Context: an optimization exercise on an open-source flow, tuned for small area. The choices shown serve that exercise and are no tape-out recipe. Only simulation tests tie the RTL to the original design; equivalence was not proved. Power is estimated from default activity; no workload was simulated.

## Cajero
module Cajero (
    input CLK,
    input RESET,
    input TARJETA_RECIBIDA,
    input [15:0] PIN_CORRECTO,
    input [3:0] DIGITO,
    input DIGITO_STB,
    input TIPO_TRANS,
    input [31:0] MONTO,
    input MONTO_STB,
    input [63:0] BALANCE_INICIAL,
    output reg [63:0] BALANCE_ACTUALIZADO,
    output BALANCE_STB,
    output ENTREGAR_DINERO,
    output FONDOS_INSUFICIENTES,
    output reg PIN_INCORRECTO,
    output reg ADVERTENCIA,
    output BLOQUEO
    );
For scale: ~89 flip-flops, roughly 190 I/O pins, roughly 6600 µm² of cells after synthesis.
clock: 6.0 ns
lec_check: 0
abc_area: 1
cap_margin: 20
core_margin: 2
core_utilization: 40
place_density: 0.6
slew_margin: 20
standard.sh (not shown) runs the stock make flow with config.mk's settings and CLKGATE_MAP_FILE= SYNTH_SCRIPT=/design/flow/synth_recipe.tcl, a recipe that flattens the netlist after the stock synthesis.
==> flow/flow/run.sh <==
#!/bin/bash
# Standard ORFS layout (the standard.sh, unchanged synthesis), except that the
# port buffers are the smallest buffer instead of the resizer's default choice.
set -euo pipefail
bash standard.sh finish \
  BUFFER_PORTS_ARGS="-buffer_cell sky130_fd_sc_hd__buf_1" \
  > standard_flow.log 2>&1
The starting point produced a clean layout.
Edit:
==> flow/flow/run.sh (replaced) <==
#!/bin/bash
# The standard ORFS layout (standard.sh) with two changes:
#  - synthesis maps logic with flow/abc.script (see flow/abc_override.tcl);
#  - port buffers are sky130_fd_sc_hd__buf_1 instead of the resizer's default pick.
set -euo pipefail
W=$PWD
{ head -n 1 synth_recipe.tcl; cat flow/abc_override.tcl; tail -n +2 synth_recipe.tcl; } > synth_custom.tcl
export CUSTOM_ABC_SCRIPT=$W/flow/abc.script
bash standard.sh finish \
  SYNTH_SCRIPT=$W/synth_custom.tcl \
  BUFFER_PORTS_ARGS="-buffer_cell sky130_fd_sc_hd__buf_1" \
  > standard_flow.log 2>&1
==> flow/flow/abc.script (new file) <==
strash
&get -n
&fraig -x
&put
scorr
dc2
strash
&get -n
&dch -f
&nf -R 1000 -p
&put
==> flow/flow/abc_override.tcl (new file) <==
# Same synthesis as synth_recipe.tcl, except that the ABC call uses flow/abc.script
# (an area-recovering mapping) instead of the ORFS script; registers are mapped
# before ABC runs, so they are the standard synthesis's.
proc abc {args} {
  set i [lsearch -exact $args -script]
  if { $i >= 0 } {
    set args [lreplace $args [expr {$i + 1}] [expr {$i + 1}] $::env(CUSTOM_ABC_SCRIPT)]
  }
  yosys abc {*}$args
}
Settings changed: ABC_AREA 1 to unset.
With this change the flow completed and failed the layout checks on negative setup slack.
Global-route usage rises by 2.5 points.
Sequential share of layout area went down by 2.0 points.
Area after synthesis shrinks by 15%.
Clock-buffer cell count went up by 5.
Maximum frequency is lower by 30%.
Cell count shrinks by 13%.
Total power came out higher by 1.9%.
Design area rose by 7.5%.
Edit:
==> flow/flow/abc.script (replaced) <==
strash
&get -n
&dch
&nf -p
&put
After rerunning: This time the run ran to the end with no violations; total power is higher by 54%; wire length is lower by 4.5%; clock-buffer cell count is lower by 5; die area is higher by 4.1%; sequential share of layout area is higher by 4.2 points; critical path depth is lower by 24; worst setup slack is better by 1.7 ns; hold slack barely changes; register-to-register slack is better by 1.6 ns; global-route usage is lower by 1.5 points; combinational power is higher to 3.1 times its value.
Edit:
==> flow/flow/abc.script (replaced) <==
strash
&get -n
&fraig -x
&put
scorr
dc2
strash
&get -n
&dch -f
&nf -R 20 -p
&put
The new run completed and failed the layout checks on negative setup slack.
Routed wire length increases by a few percent.
Design area grows by roughly a tenth.
Non-clock buffer count grows by 92.
Clock power is lower by roughly a tenth.
Worst setup slack got worse by 2.0 ns.

* * *

== run A ==
Another version of the RTL of Cajero (not shown whole).
For scale: roughly 5400 um2 of cells after synthesis.
Settings: LEC_CHECK=0, CAP_MARGIN=20, CORE_MARGIN=2, CORE_UTILIZATION=68, CTS_BUF_LIST=sky130_fd_sc_hd__clkbuf_8, PLACE_DENSITY=0.8, SLEW_MARGIN=20; clock period 6.0 ns.
==> flow/flow/run.sh <==
#!/bin/bash
# The standard ORFS layout (standard.sh) with these changes:
#  - synthesis maps logic with flow/abc.script (see flow/abc_override.tcl);
#  - port buffers are sky130_fd_sc_hd__buf_1 instead of the resizer's default pick;
#  - floorplan removes synthesis buffers instead of an early pre-placement timing repair;
#  - clock tree synthesis uses clkbuf_8 buffers and inserts no dummy loads.
set -euo pipefail
W=$PWD
{ head -n 1 synth_recipe.tcl; cat flow/abc_override.tcl; tail -n +2 synth_recipe.tcl; } > synth_custom.tcl
export CUSTOM_ABC_SCRIPT=$W/flow/abc.script
bash standard.sh finish \
  SYNTH_SCRIPT=$W/synth_custom.tcl \
  BUFFER_PORTS_ARGS="-buffer_cell sky130_fd_sc_hd__buf_1" \
  REMOVE_ABC_BUFFERS=1 \
  CTS_ARGS="-sink_clustering_enable -repair_clock_nets -buf_list sky130_fd_sc_hd__clkbuf_8 -dont_use_dummy_load" \
  > standard_flow.log 2>&1
==> flow/flow/abc.script <==
strash
&get -n
&dch
&nf -p -R 30
&put
==> flow/flow/abc_override.tcl <==
# Same synthesis as synth_recipe.tcl, except that the ABC call uses flow/abc.script
# (an area-recovering mapping) instead of the ORFS script; registers are mapped
# before ABC runs, so they are the standard synthesis's.
proc abc {args} {
  set i [lsearch -exact $args -script]
  if { $i >= 0 } {
    set args [lreplace $args [expr {$i + 1}] [expr {$i + 1}] $::env(CUSTOM_ABC_SCRIPT)]
  }
  yosys abc {*}$args
}
Run A | stages: all done | timing, DRC, antenna: all pass
[inputs] run B vs run A
- CORE_UTILIZATION: 68 -> 60
- PLACE_DENSITY: 0.8 -> 0.75
Results
- Min transition time at the pin with the least slew margin across run A and run B: run A
- Diff run A -> run B: final routed DRC violation total saw little to no change; fraction of standard cell area that is sequential now sits at about the same level; minimum hold slack -0.011 ns; detailed route wirelength on metal2 dropped 4.8%.
- On clock share of power: run B sits below run A.
- Against run A, clock skew after layout in run B came out better.
- | post-route cell area | run B vs run A | ≈ equal |
#### Input delta (run C over run B)
diff --git a/flow/flow/run.sh b/flow/flow/run.sh
--- a/flow/flow/run.sh
+++ b/flow/flow/run.sh
@@ -4,3 +4,2 @@
 #  - port buffers are sky130_fd_sc_hd__buf_1 instead of the resizer's default pick;
-#  - floorplan removes synthesis buffers instead of an early pre-placement timing repair;
 #  - clock tree synthesis uses clkbuf_8 buffers and inserts no dummy loads.
@@ -13,3 +12,2 @@
   BUFFER_PORTS_ARGS="-buffer_cell sky130_fd_sc_hd__buf_1" \
-  REMOVE_ABC_BUFFERS=1 \
   CTS_ARGS="-sink_clustering_enable -repair_clock_nets -buf_list sky130_fd_sc_hd__clkbuf_8 -dont_use_dummy_load" \
### Flow results
- Run C was carried through to the last stage, and its layout satisfied the timing, DRC and antenna checks.
- Hold slack (higher): run C
- [run C vs run B] combinational fraction of design power: lower in run C
- The fraction of power consumed by the clock network was comparable across run C and run B.
What run D does differently from run C at the input level:
- PLACE_DENSITY changed from 0.75 to 0.65
- CORE_UTILIZATION changed from 60 to 50
diff --git a/flow/flow/run.sh b/flow/flow/run.sh
--- a/flow/flow/run.sh
+++ b/flow/flow/run.sh
@@ -4,2 +4,3 @@
 #  - port buffers are sky130_fd_sc_hd__buf_1 instead of the resizer's default pick;
+#  - floorplan removes synthesis buffers instead of an early pre-placement timing repair;
 #  - clock tree synthesis uses clkbuf_8 buffers and inserts no dummy loads.
@@ -12,2 +13,3 @@
   BUFFER_PORTS_ARGS="-buffer_cell sky130_fd_sc_hd__buf_1" \
+  REMOVE_ABC_BUFFERS=1 \
   CTS_ARGS="-sink_clustering_enable -repair_clock_nets -buf_list sky130_fd_sc_hd__clkbuf_8 -dont_use_dummy_load" \
==> summary.txt <==
- Going from run C to run D, via count of the first global-routing pass shrank slightly.
- Compared with run C, run D shows a total via count after detailed routing that is 29 lower.
- Run C -> run D: clock tree buffer count of the final layout delta 0, exact match
- Compared with run C, run D is hungrier on power.
- Looking at period utilization across run D and run C, the one that comes out lower is run D.
- Looking at start point of the critical path, the RESET result is from run C; the MONTO_STB one comes from run D.
- Global-route usage: run D < run C
- Count of inserted tapcells: run D > run C
- Lower fraction of area in multi-input gates goes to run D over run C.
- Post-layout worst setup margin was lower in run C than in run D.

* * *

Cajero, a different RTL version from the one above (not shown whole).
Size in the first run: about 580 cells after synthesis, ~190 I/O pins, ~0.0056 mm2 of cells after synthesis.
Settings: LEC_CHECK=0, CAP_MARGIN=20, CORE_MARGIN=2, CORE_UTILIZATION=60, CTS_BUF_LIST=sky130_fd_sc_hd__clkbuf_8, PLACE_DENSITY=0.75, SLEW_MARGIN=20; clock period 6.0 ns.
==> flow/flow/run.sh <==
#!/bin/bash
# The standard ORFS layout (standard.sh) with these changes:
#  - synthesis maps logic with flow/abc.script (see flow/abc_override.tcl);
#  - port buffers are sky130_fd_sc_hd__buf_1 instead of the resizer's default pick;
#  - clock tree synthesis uses clkbuf_8 buffers and inserts no dummy loads.
set -euo pipefail
W=$PWD
{ head -n 1 synth_recipe.tcl; cat flow/abc_override.tcl; tail -n +2 synth_recipe.tcl; } > synth_custom.tcl
export CUSTOM_ABC_SCRIPT=$W/flow/abc.script
bash standard.sh finish \
  SYNTH_SCRIPT=$W/synth_custom.tcl \
  BUFFER_PORTS_ARGS="-buffer_cell sky130_fd_sc_hd__buf_1" \
  CTS_ARGS="-sink_clustering_enable -repair_clock_nets -buf_list {sky130_fd_sc_hd__clkbuf_4 sky130_fd_sc_hd__clkbuf_8} -sink_clustering_size 10 -dont_use_dummy_load" \
  > standard_flow.log 2>&1
==> flow/flow/abc.script <==
strash
&get -n
&dch
&nf -p
&put
Scripts as last shown in full above: flow/flow/abc_override.tcl
The first run ran to the end with no violations.
Edit:
==> flow/flow/run.sh (replaced) <==
#!/bin/bash
# The standard ORFS layout (standard.sh) with two changes:
#  - synthesis maps logic with flow/abc.script (see flow/abc_override.tcl);
#  - port buffers are sky130_fd_sc_hd__buf_1 instead of the resizer's default pick.
set -euo pipefail
W=$PWD
{ head -n 1 synth_recipe.tcl; cat flow/abc_override.tcl; tail -n +2 synth_recipe.tcl; } > synth_custom.tcl
export CUSTOM_ABC_SCRIPT=$W/flow/abc.script
bash standard.sh finish \
  SYNTH_SCRIPT=$W/synth_custom.tcl \
  BUFFER_PORTS_ARGS="-buffer_cell sky130_fd_sc_hd__buf_1" \
  > standard_flow.log 2>&1
CTS_CLUSTER_DIAMETER = 100   (was default)
CTS_CLUSTER_SIZE = 30   (was default)
Effect:
- synthesized area does not change
- clock skew is lower by 0.014 ns
- power is higher by a little under a tenth
- maximum frequency hardly moves
- synthesized cell count stays the same
- count of clock-buffer cells in the layout stays the same
- hold slack improved by 0.017 ns
Edit:
CTS_CLUSTER_DIAMETER = default   (was 100)
CTS_CLUSTER_SIZE = default   (was 30)
GPL_TIMING_DRIVEN = 0   (was default)
Sequential share of layout area drops by 0.57 points.
Setup slack gets worse by 0.33 ns.
Core utilization goes up by 1.3 points.
Clock power decreases by 6.7%.
Synthesized cell count stays the same.
Hold slack improves by 0.011 ns.
Edit:
==> flow/flow/run.sh (replaced) <==
#!/bin/bash
# The standard ORFS layout (standard.sh) with these changes:
#  - synthesis maps logic with flow/abc.script (see flow/abc_override.tcl);
#  - port buffers are sky130_fd_sc_hd__buf_1 instead of the resizer's default pick;
#  - clock tree synthesis uses clkbuf_8 buffers and inserts no dummy loads.
set -euo pipefail
W=$PWD
{ head -n 1 synth_recipe.tcl; cat flow/abc_override.tcl; tail -n +2 synth_recipe.tcl; } > synth_custom.tcl
export CUSTOM_ABC_SCRIPT=$W/flow/abc.script
bash standard.sh finish \
  SYNTH_SCRIPT=$W/synth_custom.tcl \
  BUFFER_PORTS_ARGS="-buffer_cell sky130_fd_sc_hd__buf_1" \
  CTS_ARGS="-sink_clustering_enable -repair_clock_nets -buf_list sky130_fd_sc_hd__clkbuf_8 -dont_use_dummy_load" \
  > standard_flow.log 2>&1
GPL_TIMING_DRIVEN = default   (was 0)
Wire length drops by 1.9%.
Global-route usage stays flat.
Design area falls by 2.7%.
Worst hold slack loses 0.027 ns.
Area after synthesis is unchanged.
Core utilization drops by 2.1 points.
Total power is lower by 5.5%.
Edit:
==> flow/flow/abc.script (replaced) <==
strash
&get -n
&dch
&nf -p -R 40
&put
Outcome: Worst setup slack degrades by 0.11 ns. Final cell count drops by 2.0%. Design area drops by 0.93%. Maximum frequency drops by 2.0%. Clock power hardly moves. Core utilization climbs by 2.2 points. Register-to-register slack improves by 0.09 ns.
Edit:
==> flow/flow/abc.script (replaced) <==
strash
&get -n
&dch
&nf -p -R 20
&put
Non-clock buffer count goes up by 5.
Wire length goes up by a few percent.
Via count goes up slightly.
Total power is about the same.
Sequential power barely changes.
Core utilization goes down by 2.5 points.

[separate check: timing with driven ports]
How much do the figures lean on ideal ports? The routed layouts below were timed once more, with nothing changed but the port constraints.
Step 1: set_driving_cell puts a clkbuf_16 on CLK and a buf_2 on each other input, an assumption about the parent block.
Step 2, shift: input delay + t, output delay - t, t = (earliest + latest rising clock arrival at the registers) / 2. This alone moves slack from input paths to output paths.
a / b / c = ideal / step 1 / step 2; a / b = the first two.
run	shift t [ns]	setup slack, ns	worst setup path at the end
the first run of note 1	0.392	1.167 / 1.185 / 0.793	input to register
the second run of note 1	0.383	-0.916 / -0.936 / -1.319	input to register
the third run of note 1	0.381	0.828 / 0.844 / 0.464	input to register
the fourth run of note 1	0.385	-1.195 / -1.213 / -1.598	input to register
run A	0.390	0.289 / 0.287 / -0.103	input to register
run B	0.380	0.613 / 0.614 / 0.234	input to register
run C	0.369	0.546 / 0.542 / 0.173	input to register
run D	0.388	0.568 / 0.578 / 0.190	input to register
the first run of note 3	0.374	0.594 / 0.605 / 0.230	input to register
the second run of note 3	0.390	0.594 / 0.604 / 0.214	input to register
the third run of note 3	0.397	0.262 / 0.275 / -0.122	input to register
the fourth run of note 3	0.374	0.594 / 0.605 / 0.230	input to register
the fifth run of note 3	0.377	0.485 / 0.493 / 0.116	input to register
the sixth run of note 3	0.383	0.563 / 0.575 / 0.193	input to register
With both steps, setup timing fails in run A and the third run of note 3, where it was met with ideal ports.
